What follows belongs to an exercise in optimizing a design on an open flow for small area; a production flow would make more cautious choices. Where RTL was checked, it was by simulation tests only, not by an equivalence proof against the original. Power is estimated from default activity; no workload was simulated.

## garnet
Design MULTI_FIFOS, start of the top module:
module MULTI_FIFOS #(
    parameter DATA_WIDTH = 8,                        
    parameter FIFO_DEPTH = 16,                       
    parameter NUM_FIFOS = 4                          
)(
    input  wire CLK,
    input  wire RST_N,
    input  wire [NUM_FIFOS-1:0] WR_EN,                
    input  wire [NUM_FIFOS-1:0] RD_EN,                
    input  wire [NUM_FIFOS*DATA_WIDTH-1:0] DIN,       
    output wire [NUM_FIFOS*DATA_WIDTH-1:0] DOUT,     
    output wire [NUM_FIFOS-1:0] FULL,                
    output wire [NUM_FIFOS-1:0] EMPTY                
);
Size: about 82 I/O pins.
==> flow/config.mk <==
export PLATFORM = sky130hd
export DESIGN_NAME = MULTI_FIFOS
export DESIGN_NICKNAME = MULTI_FIFOS
export VERILOG_FILES = /design/flow/design.v
export SDC_FILE = /design/flow/constraint.sdc
export NUM_CORES = 4
export LEC_CHECK = 0
export CAP_MARGIN = 0
export CORE_MARGIN = 2
export CORE_UTILIZATION = 70
export SLEW_MARGIN = 0
export SYNTH_HIERARCHICAL = 1
export SYNTH_MINIMUM_KEEP_SIZE = 0
==> flow/constraint.sdc <==
create_clock -name core_clock -period 5.0 [get_ports {CLK}]
set_input_delay 1.0000 -clock core_clock [delete_from_list [all_inputs] [get_ports {CLK}]]
set_output_delay 1.0000 -clock core_clock [all_outputs]
set_load 0.01 [all_outputs]
standard.sh (not shown) runs the stock make flow with config.mk's settings and CLKGATE_MAP_FILE= SYNTH_SCRIPT=/design/flow/synth_recipe.tcl, a recipe that flattens the netlist after the stock synthesis.
==> flow/flow/run.sh <==
#!/bin/bash
# Standard ORFS layout (standard.sh, unchanged synthesis) with three changes,
# all set in settings.sh: port buffers use the smallest buffer cell, clock
# tree synthesis uses small clock buffers without dummy loads, and after the
# placement repair, cells off the critical paths are sized down
# (recover.tcl). ORFS writes each step's log under orfs/logs; make's own
# output goes to flow_make.log.
set -euo pipefail
cd "$(dirname "$0")/.."
source flow/settings.sh
bash standard.sh > flow_make.log 2>&1
==> flow/flow/recover.tcl <==
# Downsize cells off the critical paths (area/power recovery) before detailed placement.
log_cmd repair_timing -recover_power 100
==> flow/flow/settings.sh <==
export BUFFER_PORTS_ARGS="-buffer_cell sky130_fd_sc_hd__buf_1"
export CTS_ARGS="-sink_clustering_enable -repair_clock_nets -dont_use_dummy_load -sink_clustering_size 10 -sink_clustering_max_diameter 60 -buf_list sky130_fd_sc_hd__clkbuf_4"
export POST_RESIZE_TCL="$PWD/flow/recover.tcl"
Modified inputs, maple compared to garnet
--- a/flow/design.v
+++ b/flow/design.v
@@ -9,29 +9,29 @@
     input  wire [DATA_WIDTH-1:0] DIN,
     output reg  [DATA_WIDTH-1:0] DOUT,
     output wire FULL,
     output wire EMPTY
 );
     reg [DATA_WIDTH-1:0] mem [0:15];
-    wire wr_ok, hold;
-    wire [3:1] wr_okq;
+    wire wr_ok, wr_ok_hi, hold;
     wire [15:0] oh;
     FIFO_CTRL u_ctrl (
         .CLK(CLK), .RST_N(RST_N), .WR_EN(WR_EN), .RD_EN(RD_EN),
-        .wr_ok(wr_ok), .wr_okq(wr_okq), .oh(oh), .hold(hold), .FULL(FULL), .EMPTY(EMPTY)
+        .wr_ok(wr_ok), .wr_ok_hi(wr_ok_hi), .oh(oh), .hold(hold), .FULL(FULL), .EMPTY(EMPTY)
     );
     integer k;
     always @(posedge CLK) begin
         if (wr_ok) begin
             mem[0] <= DIN;
-            for (k = 1; k < 4; k = k + 1)
+            for (k = 1; k < 8; k = k + 1)
                 mem[k] <= mem[k-1];
         end
-        for (k = 4; k < 16; k = k + 1)
-            if (wr_okq[k/4])
+        if (wr_ok_hi) begin
+            for (k = 8; k < 16; k = k + 1)
                 mem[k] <= mem[k-1];
+        end
     end
     genvar g;
     wire [DATA_WIDTH-1:0] dnext;
     generate
         for (g = 0; g < DATA_WIDTH; g = g + 1) begin : bit_
             wire [4:0] t;
@@ -53,13 +53,13 @@
 module FIFO_CTRL (
     input  wire CLK,
     input  wire RST_N,
     input  wire WR_EN,
     input  wire RD_EN,
     output wire wr_ok,
-    output wire [3:1] wr_okq,
+    output wire wr_ok_hi,
     output wire [15:0] oh,
     output wire hold,
     output wire FULL,
     output wire EMPTY
 );
     reg  [4:0] x;
@@ -68,22 +68,22 @@
         if (!RST_N)
             x <= 5'd0;
         else
             x <= x_nx;
     end
     FIFO_CTRL_COMB u_comb (
-        .WR(WR_EN), .RD(RD_EN), .x(x), .wr_ok(wr_ok), .wr_okq(wr_okq), .oh(oh), .hold(hold),
+        .WR(WR_EN), .RD(RD_EN), .x(x), .wr_ok(wr_ok), .wr_ok_hi(wr_ok_hi), .oh(oh), .hold(hold),
         .FULL(FULL), .EMPTY(EMPTY), .x_nx(x_nx)
     );
 endmodule
-module FIFO_CTRL_COMB(WR, RD, x, wr_ok, wr_okq, oh, hold, FULL, EMPTY, x_nx);
+module FIFO_CTRL_COMB(WR, RD, x, wr_ok, wr_ok_hi, oh, hold, FULL, EMPTY, x_nx);
   input WR;
   input RD;
   input [4:0] x;
   output wr_ok;
-  output [3:1] wr_okq;
+  output wr_ok_hi;
   output [15:0] oh;
   output hold;
   output FULL;
   output EMPTY;
   output [4:0] x_nx;
   wire _00_;
@@ -125,15 +125,13 @@
   G_nand3_1 u36 (.A(_06_), .B(_02_), .C(x[4]), .Y(_07_));
   G_nor2_1 u37 (.A(EMPTY), .B(_06_), .Y(_08_));
   G_nand2_1 u38 (.A(_08_), .B(x[1]), .Y(_09_));
   G_o21ai_0 u39 (.A1(x[0]), .A2(_04_), .B1(_08_), .Y(_10_));
   G_nand2_1 u40 (.A(_03_), .B(WR), .Y(_11_));
   G_nor2_1 u41 (.A(_11_), .B(FULL), .Y(wr_ok));
-  G_nor2_1 u41b (.A(_11_), .B(FULL), .Y(wr_okq[1]));
-  G_nor2_1 u41c (.A(_11_), .B(FULL), .Y(wr_okq[2]));
-  G_nor2_1 u41d (.A(_11_), .B(FULL), .Y(wr_okq[3]));
+  G_nor2_1 u41b (.A(_11_), .B(FULL), .Y(wr_ok_hi));
   G_nand4_1 u42 (.A(_10_), .B(_09_), .C(_07_), .D(wr_ok), .Y(_12_));
   G_nor3_1 u43 (.A(_02_), .B(EMPTY), .C(_05_), .Y(_13_));
   G_o22ai_1 u44 (.A1(x[3]), .A2(_13_), .B1(x[2]), .B2(_12_), .Y(_14_));
   G_clkinv_1 u45 (.A(_13_), .Y(_15_));
   G_nand2_1 u46 (.A(x[3]), .B(x[2]), .Y(_16_));
   G_nor2_1 u47 (.A(_16_), .B(_15_), .Y(oh[0]));
@@ -191,21 +189,21 @@
 endmodule
 module SELTAIL (
     input  wire [4:0] tn,
     input  wire a, sa, b, sb,
     output wire y
 );
-    wire q;
-    NAND3 u_q (.a(tn[0]), .b(tn[1]), .c(tn[2]), .y(q));
-    TAIL2 u_y (.q(q), .t3(tn[3]), .t4(tn[4]), .a(a), .sa(sa), .b(b), .sb(sb), .y(y));
-endmodule
-module NAND3 (input wire a, b, c, output wire y);
-    assign y = ~(a & b & c);
-endmodule
-module TAIL2 (input wire q, t3, t4, a, sa, b, sb, output wire y);
-    assign y = q | ~t3 | ~t4 | (a & sa) | (b & sb);
+    wire c;
+    AND3 u_c (.a(tn[0]), .b(tn[1]), .c(tn[2]), .y(c));
+    TAIL3 u_y (.c(c), .t3(tn[3]), .t4(tn[4]), .a(a), .sa(sa), .b(b), .sb(sb), .y(y));
+endmodule
+module AND3 (input wire a, b, c, output wire y);
+    assign y = a & b & c;
+endmodule
+module TAIL3 (input wire c, t3, t4, a, sa, b, sb, output wire y);
+    assign y = ~(c & t3 & t4 & ~((a & sa) | (b & sb)));
 endmodule
 module MULTI_FIFOS #(
     parameter DATA_WIDTH = 8,                        
     parameter FIFO_DEPTH = 16,                       
     parameter NUM_FIFOS = 4                          
 )(
==> run notes <==
- Number of vias per cell after detailed routing of garnet is on par with maple.
- Delta (maple minus garnet): xor/xnor share of the synthesized area closely matched the old numbers, final worst-path setup slack increased by 0.30 ns relative to the old numbers.
- Synthesized cell area down about 0.35% in maple wrt garnet
- Run comparison: garnet end of the critical path FULL[0]; maple end of the critical path FULL[2]
- garnet -> maple: sum of net half-perimeters after detailed placement decreased by a few percent
- Final estimated routing congestion in global placement | maple above garnet
- On area growth from synthesis to layout, maple and garnet are basically level.
For garnet, only the layout was checked, not whether the RTL still works.

---

The RTL this note starts from:
==> flow/design.v <==
module FIFO #(
    parameter DATA_WIDTH = 8,
    parameter FIFO_DEPTH = 16
)(
    input  wire CLK,
    input  wire RST_N,
    input  wire WR_EN,
    input  wire RD_EN,
    input  wire [DATA_WIDTH-1:0] DIN,
    output reg  [DATA_WIDTH-1:0] DOUT,
    output wire FULL,
    output wire EMPTY
);
    reg [DATA_WIDTH-1:0] mem [0:15];
    wire wr_ok, hold;
    wire [15:0] oh;
    FIFO_CTRL u_ctrl (
        .CLK(CLK), .RST_N(RST_N), .WR_EN(WR_EN), .RD_EN(RD_EN),
        .wr_ok(wr_ok), .oh(oh), .hold(hold), .FULL(FULL), .EMPTY(EMPTY)
    );
    integer k;
    always @(posedge CLK) begin
        if (wr_ok) begin
            mem[0] <= DIN;
            for (k = 1; k < 16; k = k + 1)
                mem[k] <= mem[k-1];
        end
    end
    genvar g;
    wire [DATA_WIDTH-1:0] dnext;
    generate
        for (g = 0; g < DATA_WIDTH; g = g + 1) begin : bit_
            wire [4:0] t;
            AO222 a0 (.a(mem[0][g]),  .sa(oh[0]),  .b(mem[1][g]),  .sb(oh[1]),  .c(mem[2][g]),  .sc(oh[2]),  .yn(t[0]));
            AO222 a1 (.a(mem[3][g]),  .sa(oh[3]),  .b(mem[4][g]),  .sb(oh[4]),  .c(mem[5][g]),  .sc(oh[5]),  .yn(t[1]));
            AO222 a2 (.a(mem[6][g]),  .sa(oh[6]),  .b(mem[7][g]),  .sb(oh[7]),  .c(mem[8][g]),  .sc(oh[8]),  .yn(t[2]));
            AO222 a3 (.a(mem[9][g]),  .sa(oh[9]),  .b(mem[10][g]), .sb(oh[10]), .c(mem[11][g]), .sc(oh[11]), .yn(t[3]));
            AO222 a4 (.a(mem[12][g]), .sa(oh[12]), .b(mem[13][g]), .sb(oh[13]), .c(mem[14][g]), .sc(oh[14]), .yn(t[4]));
            SELTAIL tl (.tn(t), .a(mem[15][g]), .sa(oh[15]), .b(DOUT[g]), .sb(hold), .y(dnext[g]));
        end
    endgenerate
    always @(posedge CLK or negedge RST_N) begin
        if (!RST_N)
            DOUT <= 0;
        else
            DOUT <= dnext;
    end
endmodule
module FIFO_CTRL (
    input  wire CLK,
    input  wire RST_N,
    input  wire WR_EN,
    input  wire RD_EN,
    output wire wr_ok,
    output wire [15:0] oh,
    output wire hold,
    output wire FULL,
    output wire EMPTY
);
    reg  [4:0] x;
    wire [4:0] x_nx;
    always @(posedge CLK or negedge RST_N) begin
        if (!RST_N)
            x <= 5'd0;
        else
            x <= x_nx;
    end
    FIFO_CTRL_COMB u_comb (
        .WR(WR_EN), .RD(RD_EN), .x(x), .wr_ok(wr_ok), .oh(oh), .hold(hold),
        .FULL(FULL), .EMPTY(EMPTY), .x_nx(x_nx)
    );
endmodule
module FIFO_CTRL_COMB(WR, RD, x, wr_ok, oh, hold, FULL, EMPTY, x_nx);
  input WR;
  input RD;
  input [4:0] x;
  output wr_ok;
  output [15:0] oh;
  output hold;
  output FULL;
  output EMPTY;
  output [4:0] x_nx;
  wire _00_;
  wire _01_;
  wire _02_;
  wire _03_;
  wire _04_;
  wire _05_;
  wire _06_;
  wire _07_;
  wire _08_;
  wire _09_;
  wire _10_;
  wire _11_;
  wire _12_;
  wire _13_;
  wire _14_;
  wire _15_;
  wire _16_;
  wire _17_;
  wire _18_;
  wire _19_;
  wire _20_;
  wire _21_;
  wire _22_;
  wire _23_;
  wire _24_;
  wire _25_;
  wire _26_;
  G_clkinv_1 u27 (.A(x[4]), .Y(EMPTY));
  G_nor2_1 u28 (.A(x[3]), .B(x[2]), .Y(_00_));
  G_clkinv_1 u29 (.A(_00_), .Y(_01_));
  G_nor4_1 u30 (.A(x[0]), .B(x[1]), .C(EMPTY), .D(_01_), .Y(FULL));
  G_clkinv_1 u31 (.A(x[1]), .Y(_02_));
  G_clkinv_1 u32 (.A(RD), .Y(_03_));
  G_nor2_1 u33 (.A(WR), .B(_03_), .Y(_04_));
  G_nand2_1 u34 (.A(_04_), .B(x[0]), .Y(_05_));
  G_clkinv_1 u35 (.A(_05_), .Y(_06_));
  G_nand3_1 u36 (.A(_06_), .B(_02_), .C(x[4]), .Y(_07_));
  G_nor2_1 u37 (.A(EMPTY), .B(_06_), .Y(_08_));
  G_nand2_1 u38 (.A(_08_), .B(x[1]), .Y(_09_));
  G_o21ai_0 u39 (.A1(x[0]), .A2(_04_), .B1(_08_), .Y(_10_));
  G_nand2_1 u40 (.A(_03_), .B(WR), .Y(_11_));
  G_nor2_1 u41 (.A(_11_), .B(FULL), .Y(wr_ok));
  G_nand4_1 u42 (.A(_10_), .B(_09_), .C(_07_), .D(wr_ok), .Y(_12_));
  G_nor3_1 u43 (.A(_02_), .B(EMPTY), .C(_05_), .Y(_13_));
  G_o22ai_1 u44 (.A1(x[3]), .A2(_13_), .B1(x[2]), .B2(_12_), .Y(_14_));
  G_clkinv_1 u45 (.A(_13_), .Y(_15_));
  G_nand2_1 u46 (.A(x[3]), .B(x[2]), .Y(_16_));
  G_nor2_1 u47 (.A(_16_), .B(_15_), .Y(oh[0]));
  G_o21ai_0 u48 (.A1(EMPTY), .A2(oh[0]), .B1(_12_), .Y(x_nx[4]));
  G_o21ai_0 u49 (.A1(_01_), .A2(_15_), .B1(x_nx[4]), .Y(_17_));
  G_a21oi_1 u50 (.A1(x[4]), .A2(_14_), .B1(_17_), .Y(x_nx[3]));
  G_a22o_2 u51 (.A1(_09_), .A2(_07_), .B1(_10_), .B2(wr_ok), .X(_18_));
  G_nand2_1 u52 (.A(_18_), .B(_12_), .Y(x_nx[1]));
  G_nand2_1 u53 (.A(_12_), .B(_15_), .Y(_19_));
  G_clkinv_1 u54 (.A(x[2]), .Y(_20_));
  G_nor2_1 u55 (.A(_20_), .B(EMPTY), .Y(_21_));
  G_xor2_1 u56 (.A(_21_), .B(_19_), .X(x_nx[2]));
  G_nor2_1 u57 (.A(_01_), .B(_07_), .Y(oh[14]));
  G_nand3_1 u58 (.A(_08_), .B(x[1]), .C(_04_), .Y(_22_));
  G_nor2_1 u59 (.A(_01_), .B(_22_), .Y(oh[13]));
  G_nor2_1 u60 (.A(_01_), .B(_15_), .Y(oh[12]));
  G_nor2_1 u61 (.A(x[0]), .B(x[1]), .Y(_23_));
  G_nand3_1 u62 (.A(_04_), .B(x[4]), .C(_23_), .Y(_24_));
  G_or2_2 u63 (.A(x[3]), .B(_20_), .X(_25_));
  G_nor2_1 u64 (.A(_25_), .B(_24_), .Y(oh[11]));
  G_nor2_1 u65 (.A(_25_), .B(_07_), .Y(oh[10]));
  G_nor2_1 u66 (.A(_25_), .B(_22_), .Y(oh[9]));
  G_nor2_1 u67 (.A(_25_), .B(_15_), .Y(oh[8]));
  G_nand2_1 u68 (.A(_20_), .B(x[3]), .Y(_26_));
  G_nor2_1 u69 (.A(_26_), .B(_24_), .Y(oh[7]));
  G_nor2_1 u70 (.A(_26_), .B(_07_), .Y(oh[6]));
  G_nor2_1 u71 (.A(_26_), .B(_22_), .Y(oh[5]));
  G_nor2_1 u72 (.A(_26_), .B(_15_), .Y(oh[4]));
  G_nor2_1 u73 (.A(_16_), .B(_24_), .Y(oh[3]));
  G_nor2_1 u74 (.A(_16_), .B(_07_), .Y(oh[2]));
  G_nor2_1 u75 (.A(_01_), .B(_24_), .Y(oh[15]));
  G_nor2_1 u76 (.A(_16_), .B(_22_), .Y(oh[1]));
  G_xnor2_1 u77 (.A(wr_ok), .B(_10_), .Y(x_nx[0]));
  G_nor2_1 u78 (.A(EMPTY), .B(_04_), .Y(hold));
endmodule
module G_a21oi_1 (input wire A1, input wire A2, input wire B1, output wire Y); assign Y = (~A1&~B1) | (~A2&~B1); endmodule
module G_a22o_2 (input wire A1, input wire A2, input wire B1, input wire B2, output wire X); assign X = (B1&B2) | (A1&A2); endmodule
module G_clkinv_1 (input wire A, output wire Y); assign Y = (~A); endmodule
module G_nand2_1 (input wire A, input wire B, output wire Y); assign Y = (~A) | (~B); endmodule
module G_nand3_1 (input wire A, input wire B, input wire C, output wire Y); assign Y = (~A) | (~B) | (~C); endmodule
module G_nand4_1 (input wire A, input wire B, input wire C, input wire D, output wire Y); assign Y = (~A) | (~B) | (~C) | (~D); endmodule
module G_nor2_1 (input wire A, input wire B, output wire Y); assign Y = (~A&~B); endmodule
module G_nor3_1 (input wire A, input wire B, input wire C, output wire Y); assign Y = (~A&~B&~C); endmodule
module G_nor4_1 (input wire A, input wire B, input wire C, input wire D, output wire Y); assign Y = (~A&~B&~C&~D); endmodule
module G_o21ai_0 (input wire A1, input wire A2, input wire B1, output wire Y); assign Y = (~A1&~A2) | (~B1); endmodule
module G_o22ai_1 (input wire A1, input wire A2, input wire B1, input wire B2, output wire Y); assign Y = (~B1&~B2) | (~A1&~A2); endmodule
module G_or2_2 (input wire A, input wire B, output wire X); assign X = (A) | (B); endmodule
module G_xnor2_1 (input wire A, input wire B, output wire Y); assign Y = (~A&~B) | (A&B); endmodule
module G_xor2_1 (input wire A, input wire B, output wire X); assign X = (A&~B) | (~A&B); endmodule
module AO222 (
    input  wire a, sa, b, sb, c, sc,
    output wire yn
);
    assign yn = ~((a & sa) | (b & sb) | (c & sc));
endmodule
module SELTAIL (
    input  wire [4:0] tn,
    input  wire a, sa, b, sb,
    output wire y
);
    wire q;
    NAND3 u_q (.a(tn[0]), .b(tn[1]), .c(tn[2]), .y(q));
    TAIL2 u_y (.q(q), .t3(tn[3]), .t4(tn[4]), .a(a), .sa(sa), .b(b), .sb(sb), .y(y));
endmodule
module NAND3 (input wire a, b, c, output wire y);
    assign y = ~(a & b & c);
endmodule
module TAIL2 (input wire q, t3, t4, a, sa, b, sb, output wire y);
    assign y = q | ~t3 | ~t4 | (a & sa) | (b & sb);
endmodule
module MULTI_FIFOS #(
    parameter DATA_WIDTH = 8,                        
    parameter FIFO_DEPTH = 16,                       
    parameter NUM_FIFOS = 4                          
)(
    input  wire CLK,
    input  wire RST_N,
    input  wire [NUM_FIFOS-1:0] WR_EN,                
    input  wire [NUM_FIFOS-1:0] RD_EN,                
    input  wire [NUM_FIFOS*DATA_WIDTH-1:0] DIN,       
    output wire [NUM_FIFOS*DATA_WIDTH-1:0] DOUT,     
    output wire [NUM_FIFOS-1:0] FULL,                
    output wire [NUM_FIFOS-1:0] EMPTY                
);
    genvar i;
    generate
        for (i=0; i<NUM_FIFOS; i=i+1) begin : fifo_instances
            FIFO #(
                .DATA_WIDTH(DATA_WIDTH),
                .FIFO_DEPTH(FIFO_DEPTH)
            ) fifo_inst (
                .CLK(CLK),
                .RST_N(RST_N),
                .WR_EN(WR_EN[i]),
                .RD_EN(RD_EN[i]),
                .DIN(DIN[(i + 1) * DATA_WIDTH - 1:i * DATA_WIDTH]),
                .DOUT(DOUT[(i + 1) * DATA_WIDTH - 1:i * DATA_WIDTH]),
                .FULL(FULL[i]),
                .EMPTY(EMPTY[i])
            );
        end
    endgenerate
endmodule
export LEC_CHECK = 0
export CAP_MARGIN = 0
export CORE_MARGIN = 2
export CORE_UTILIZATION = 70
export SLEW_MARGIN = 0
export SYNTH_HIERARCHICAL = 1
export SYNTH_MINIMUM_KEEP_SIZE = 0
create_clock -name core_clock -period 5.0 [get_ports {CLK}]
Scripts as last shown in full above: flow/flow/run.sh, flow/flow/recover.tcl, flow/flow/settings.sh
Rerun with:
--- a/flow/design.v
+++ b/flow/design.v
@@ -10,21 +10,25 @@
     output reg  [DATA_WIDTH-1:0] DOUT,
     output wire FULL,
     output wire EMPTY
 );
     reg [DATA_WIDTH-1:0] mem [0:15];
-    wire wr_ok, hold;
+    wire wr_ok, wr_ok_hi, hold;
     wire [15:0] oh;
     FIFO_CTRL u_ctrl (
         .CLK(CLK), .RST_N(RST_N), .WR_EN(WR_EN), .RD_EN(RD_EN),
-        .wr_ok(wr_ok), .oh(oh), .hold(hold), .FULL(FULL), .EMPTY(EMPTY)
+        .wr_ok(wr_ok), .wr_ok_hi(wr_ok_hi), .oh(oh), .hold(hold), .FULL(FULL), .EMPTY(EMPTY)
     );
     integer k;
     always @(posedge CLK) begin
         if (wr_ok) begin
             mem[0] <= DIN;
-            for (k = 1; k < 16; k = k + 1)
+            for (k = 1; k < 8; k = k + 1)
+                mem[k] <= mem[k-1];
+        end
+        if (wr_ok_hi) begin
+            for (k = 8; k < 16; k = k + 1)
                 mem[k] <= mem[k-1];
         end
     end
     genvar g;
     wire [DATA_WIDTH-1:0] dnext;
@@ -50,10 +54,11 @@
     input  wire CLK,
     input  wire RST_N,
     input  wire WR_EN,
     input  wire RD_EN,
     output wire wr_ok,
+    output wire wr_ok_hi,
     output wire [15:0] oh,
     output wire hold,
     output wire FULL,
     output wire EMPTY
 );
@@ -64,19 +69,20 @@
             x <= 5'd0;
         else
             x <= x_nx;
     end
     FIFO_CTRL_COMB u_comb (
-        .WR(WR_EN), .RD(RD_EN), .x(x), .wr_ok(wr_ok), .oh(oh), .hold(hold),
+        .WR(WR_EN), .RD(RD_EN), .x(x), .wr_ok(wr_ok), .wr_ok_hi(wr_ok_hi), .oh(oh), .hold(hold),
         .FULL(FULL), .EMPTY(EMPTY), .x_nx(x_nx)
     );
 endmodule
-module FIFO_CTRL_COMB(WR, RD, x, wr_ok, oh, hold, FULL, EMPTY, x_nx);
+module FIFO_CTRL_COMB(WR, RD, x, wr_ok, wr_ok_hi, oh, hold, FULL, EMPTY, x_nx);
   input WR;
   input RD;
   input [4:0] x;
   output wr_ok;
+  output wr_ok_hi;
   output [15:0] oh;
   output hold;
   output FULL;
   output EMPTY;
   output [4:0] x_nx;
@@ -120,10 +126,11 @@
   G_nor2_1 u37 (.A(EMPTY), .B(_06_), .Y(_08_));
   G_nand2_1 u38 (.A(_08_), .B(x[1]), .Y(_09_));
   G_o21ai_0 u39 (.A1(x[0]), .A2(_04_), .B1(_08_), .Y(_10_));
   G_nand2_1 u40 (.A(_03_), .B(WR), .Y(_11_));
   G_nor2_1 u41 (.A(_11_), .B(FULL), .Y(wr_ok));
+  G_nor2_1 u41b (.A(_11_), .B(FULL), .Y(wr_ok_hi));
   G_nand4_1 u42 (.A(_10_), .B(_09_), .C(_07_), .D(wr_ok), .Y(_12_));
   G_nor3_1 u43 (.A(_02_), .B(EMPTY), .C(_05_), .Y(_13_));
   G_o22ai_1 u44 (.A1(x[3]), .A2(_13_), .B1(x[2]), .B2(_12_), .Y(_14_));
   G_clkinv_1 u45 (.A(_13_), .Y(_15_));
   G_nand2_1 u46 (.A(x[3]), .B(x[2]), .Y(_16_));
Wire length decreases by 0.44%. Synthesized area hardly moves. Total power stays flat. Clock skew goes down by 0.0043 ns. Non-clock buffer count came out higher by 3. Via count goes down by about 0.7%. Critical path depth stays the same. Core utilization hardly moves. Die area is about the same.

-- port drivers added, routing unchanged --
The results above use ideal ports. As a check the final layouts listed here were re-extracted and re-timed, cells and wires unchanged.
Step 1, drivers: a clkbuf_16 drives CLK and a buf_2 each remaining input, both assumed.
Step 2 adds t to the input delays and takes it off the output delays; t is the mean of the earliest and latest rising clock arrival at the registers after step 1. Input paths then give back, and output paths get back, about the clock's delay inside the block.
Slacks: no drivers / after step 1 / after step 2; pairs: no drivers / after step 1.
run	shift t [ns]	setup WS [ns]	worst setup path after step 2
garnet	0.746	1.396 / 1.353 / 1.739	input to register
maple	0.707	1.695 / 1.649 / 1.686	input to register
the first run of note 2	0.724	1.752 / 1.709 / 1.685	input to register
the second run of note 2	0.713	1.666 / 1.621 / 1.450	input to register
After both steps every run listed still meets setup and hold. The setup slack of the second run of note 2, which loses most, moves by -0.045 ns with the drivers and by -0.216 ns with both steps.
